This design comes from an exercise in tuning for small area, a short achievable clock period and few clock cycles per item on the open sky130 flow, not from production work. Only simulation tests tie the RTL to the original design; equivalence was not proved.

## gcd
module gcd( input [31:0] a_in,
            input [31:0] b_in,
            input start,
            input reset_n,
            input clk,
            output [31:0] result,
            output done);
Size in the first run: roughly 0.0063 mm^2 of cells after synthesis.
Settings: LEC_CHECK=0, CAP_MARGIN=20, CORE_MARGIN=2, CORE_UTILIZATION=40, PLACE_DENSITY=0.6, SETUP_SLACK_MARGIN=0.6, SLEW_MARGIN=20; clock period 4.0 ns.
standard.sh (not shown) runs the stock make flow with config.mk's settings and CLKGATE_MAP_FILE= SYNTH_SCRIPT=/design/flow/synth_recipe.tcl, a recipe that flattens the netlist after the stock synthesis.
==> flow/flow/run.sh <==
#!/bin/bash
# Standard ORFS layout, with the port buffers made of the smallest buffer
# cell and a clock tree of one level of large buffers without dummy loads.
set -euo pipefail
export BUFFER_PORTS_ARGS="-buffer_cell sky130_fd_sc_hd__buf_1"
export CTS_ARGS="-sink_clustering_enable -repair_clock_nets -dont_use_dummy_load -sink_clustering_size 80 -sink_clustering_max_diameter 400 -buf_list sky130_fd_sc_hd__clkbuf_16"
bash standard.sh > standard_flow.log 2>&1
The baseline completed with no timing, DRC or antenna violations.
Testbench counts at the start, summed over its fixed seeds: cycles 53,893, items 2,400.
Edit:
==> flow/flow/run.sh (replaced) <==
#!/bin/bash
# Standard ORFS layout, with the port buffers made of the smallest buffer
# cell, a clock tree without dummy loads, and downsizing of gates off the
# critical paths after global routing.
set -euo pipefail
export BUFFER_PORTS_ARGS="-buffer_cell sky130_fd_sc_hd__buf_1"
export CTS_ARGS="-sink_clustering_enable -repair_clock_nets -dont_use_dummy_load -sink_clustering_size 80 -sink_clustering_max_diameter 400 -buf_list sky130_fd_sc_hd__clkbuf_16"
export RECOVER_POWER=100
bash standard.sh > standard_flow.log 2>&1
The new run finished with max-capacitance violations, max-slew violations left. Routed wire length is about the same. First-iteration DRC count came out higher by 1.8%. Count of clock-buffer cells in the layout does not change. Worst setup slack gets worse by 0.27 ns. Utilization came out lower by 0.61 points. Design area came out lower by 1.2%.
Edit:
==> flow/flow/run.sh (replaced) <==
#!/bin/bash
# Standard ORFS layout, with the port buffers made of the smallest buffer
# cell and a clock tree without dummy loads.
set -euo pipefail
export BUFFER_PORTS_ARGS="-buffer_cell sky130_fd_sc_hd__buf_1"
export CTS_ARGS="-sink_clustering_enable -repair_clock_nets -dont_use_dummy_load -sink_clustering_size 80 -sink_clustering_max_diameter 400 -buf_list sky130_fd_sc_hd__clkbuf_16"
bash standard.sh > standard_flow.log 2>&1
Settings changed: SETUP_SLACK_MARGIN 0.6 to 0.5.
The new run produced a clean layout.
Cell count is lower by 0.98%.
Design area goes down by 0.67%.
Maximum frequency came out higher by 4.1%.
Sequential cell count is unchanged.
Edit:
Settings changed: CORE_UTILIZATION 40 to 45, SETUP_SLACK_MARGIN 0.5 to 0.6.
What happened:
- The changed run passed the timing, DRC and antenna checks
- setup slack gains 0.077 ns
- clock-buffer cell count stays the same
- synthesized cell count does not change
- non-clock buffer count rose by 16
- cell area rises by 2.3%
Edit:
Settings changed: CORE_UTILIZATION 45 to 40, PLACE_DENSITY 0.6 to 0.7.
Effect: The new run finished clean; worst setup slack is worse by 0.063 ns; maximum frequency goes down slightly; design area came out lower slightly; utilization goes down by 7.2 points; synthesized area stays the same.

* * *

exp/violet:
gcd again, from the RTL that the note above started with.
==> flow/config.mk <==
export PLATFORM = sky130hd
export DESIGN_NAME = gcd
export DESIGN_NICKNAME = gcd
export VERILOG_FILES = /design/flow/design.v
export SDC_FILE = /design/flow/constraint.sdc
export NUM_CORES = 4
export LEC_CHECK = 0
export CAP_MARGIN = 20
export CORE_MARGIN = 2
export CORE_UTILIZATION = 40
export PLACE_DENSITY = 0.55
export SETUP_SLACK_MARGIN = 0.6
export SLEW_MARGIN = 20
==> flow/constraint.sdc <==
create_clock -name core_clock -period 4.0 [get_ports {clk}]
set_input_delay 0.8000 -clock core_clock [delete_from_list [all_inputs] [get_ports {clk}]]
set_output_delay 0.8000 -clock core_clock [all_outputs]
set_load 0.01 [all_outputs]
==> flow/flow/run.sh <==
#!/bin/bash
# Standard ORFS layout, with the port buffers made of the smallest buffer
# cell and a clock tree without dummy loads.
set -euo pipefail
export BUFFER_PORTS_ARGS="-buffer_cell sky130_fd_sc_hd__buf_1"
export CTS_ARGS="-sink_clustering_enable -repair_clock_nets -dont_use_dummy_load -sink_clustering_size 80 -sink_clustering_max_diameter 400 -buf_list sky130_fd_sc_hd__clkbuf_16"
bash standard.sh > standard_flow.log 2>&1
Testbench counts of exp/violet, summed over its fixed seeds: cycles 53,893, items 2,400.
The inputs of exp/amber differ from those of exp/violet as listed below.
Settings: PLACE_DENSITY now 0.6, was 0.55; TNS_END_PERCENT now 10, previously not set.
--- outcome ---
Looking at register-to-register slack across exp/violet and exp/amber, the one that comes out higher is exp/amber.
Going from exp/violet to exp/amber, design area shrank slightly.
Edits applied to the flow inputs when going from exp/amber to exp/willow:
Settings: removing TNS_END_PERCENT (formerly 10); setting GPL_ROUTABILITY_DRIVEN to 0 for the first time.
--- outcome ---
Diff exp/willow..exp/amber | worst hold slack | negligible. exp/willow vs. exp/amber: final design area excluding fillers climbed 70 um^2; clock skew barely changed.
## Diff of input files: exp/indigo against exp/willow
Settings: changing SETUP_SLACK_MARGIN from 0.6 to 0.7; removing GPL_ROUTABILITY_DRIVEN (formerly 0).
[summary]
As of exp/indigo, wire length had risen by a few percent compared to exp/willow.
Diff exp/willow -> exp/indigo | met3 routed wirelength | increase of 120 um
Relative slew slack: exp/indigo < exp/willow
b[28] as the capture point of the worst path was reported by exp/indigo, and b[25] by exp/willow.
Compared with exp/willow, exp/indigo has less setup slack.
exp/indigo vs. exp/willow: number of vias per cell increased 2.0%; count of placed standard cells in the final layout, fillers left out +about 0.8%.
What exp/garnet does differently from exp/indigo at the input level:
Settings: swapping 20 for 0 in CAP_MARGIN; swapping 0.7 for 0.6 in SETUP_SLACK_MARGIN; swapping 20 for 0 in SLEW_MARGIN.
## What came out
- exp/garnet: all stages complete, timing, DRC and antenna checks passed
- For exp/garnet, the cell at the slowest stage of the critical path was fa_2, unlike exp/indigo, where it was edfxtp_1.
- Number of instances resized during post-cts repair: exp/garnet vs exp/indigo up 4
- [compare] base=exp/indigo new=exp/garnet: sequential share of layout area rose 0.35 points; number of antenna violations at the first check in global routing now sits at about the same level; wire length on met2 saw a decrease.

what the ideal ports hide:
No port has a modelled driver above. Below, the same layouts with a new extraction and two added sets of constraints. Step 1, drivers: a clkbuf_16 drives clk and a buf_2 each remaining input, both assumed. Step 2 times the ports against the registers' clock, not the clock port: input delays grow and output delays shrink by t, the midpoint of the rising clock arrivals with the driver on. a / b / c = no drivers / after step 1 / after step 2; a / b = the first two.
run	shift t [ns]	setup slack, ns	latest minus earliest clock arrival (ns)	pins driven straight from the clock port
the first run of note 1	0.390	0.711 / 0.696 / 0.711	0.016 / 0.016	1
the second run of note 1	0.389	0.446 / 0.413 / 0.446	0.017 / 0.017	1
the third run of note 1	0.383	0.588 / 0.571 / 0.588	0.009 / 0.009	1
the fourth run of note 1	0.389	0.664 / 0.623 / 0.679	0.009 / 0.009	1
the fifth run of note 1	0.386	0.601 / 0.560 / 0.602	0.014 / 0.014	1
exp/violet	0.379	0.595 / 0.595 / 0.595	0.012 / 0.012	1
exp/amber	0.391	0.586 / 0.543 / 0.639	0.015 / 0.015	1
exp/willow	0.390	0.711 / 0.696 / 0.711	0.016 / 0.016	1
exp/indigo	0.384	0.634 / 0.634 / 0.634	0.017 / 0.017	1
exp/garnet	0.390	0.711 / 0.696 / 0.711	0.016 / 0.016	1
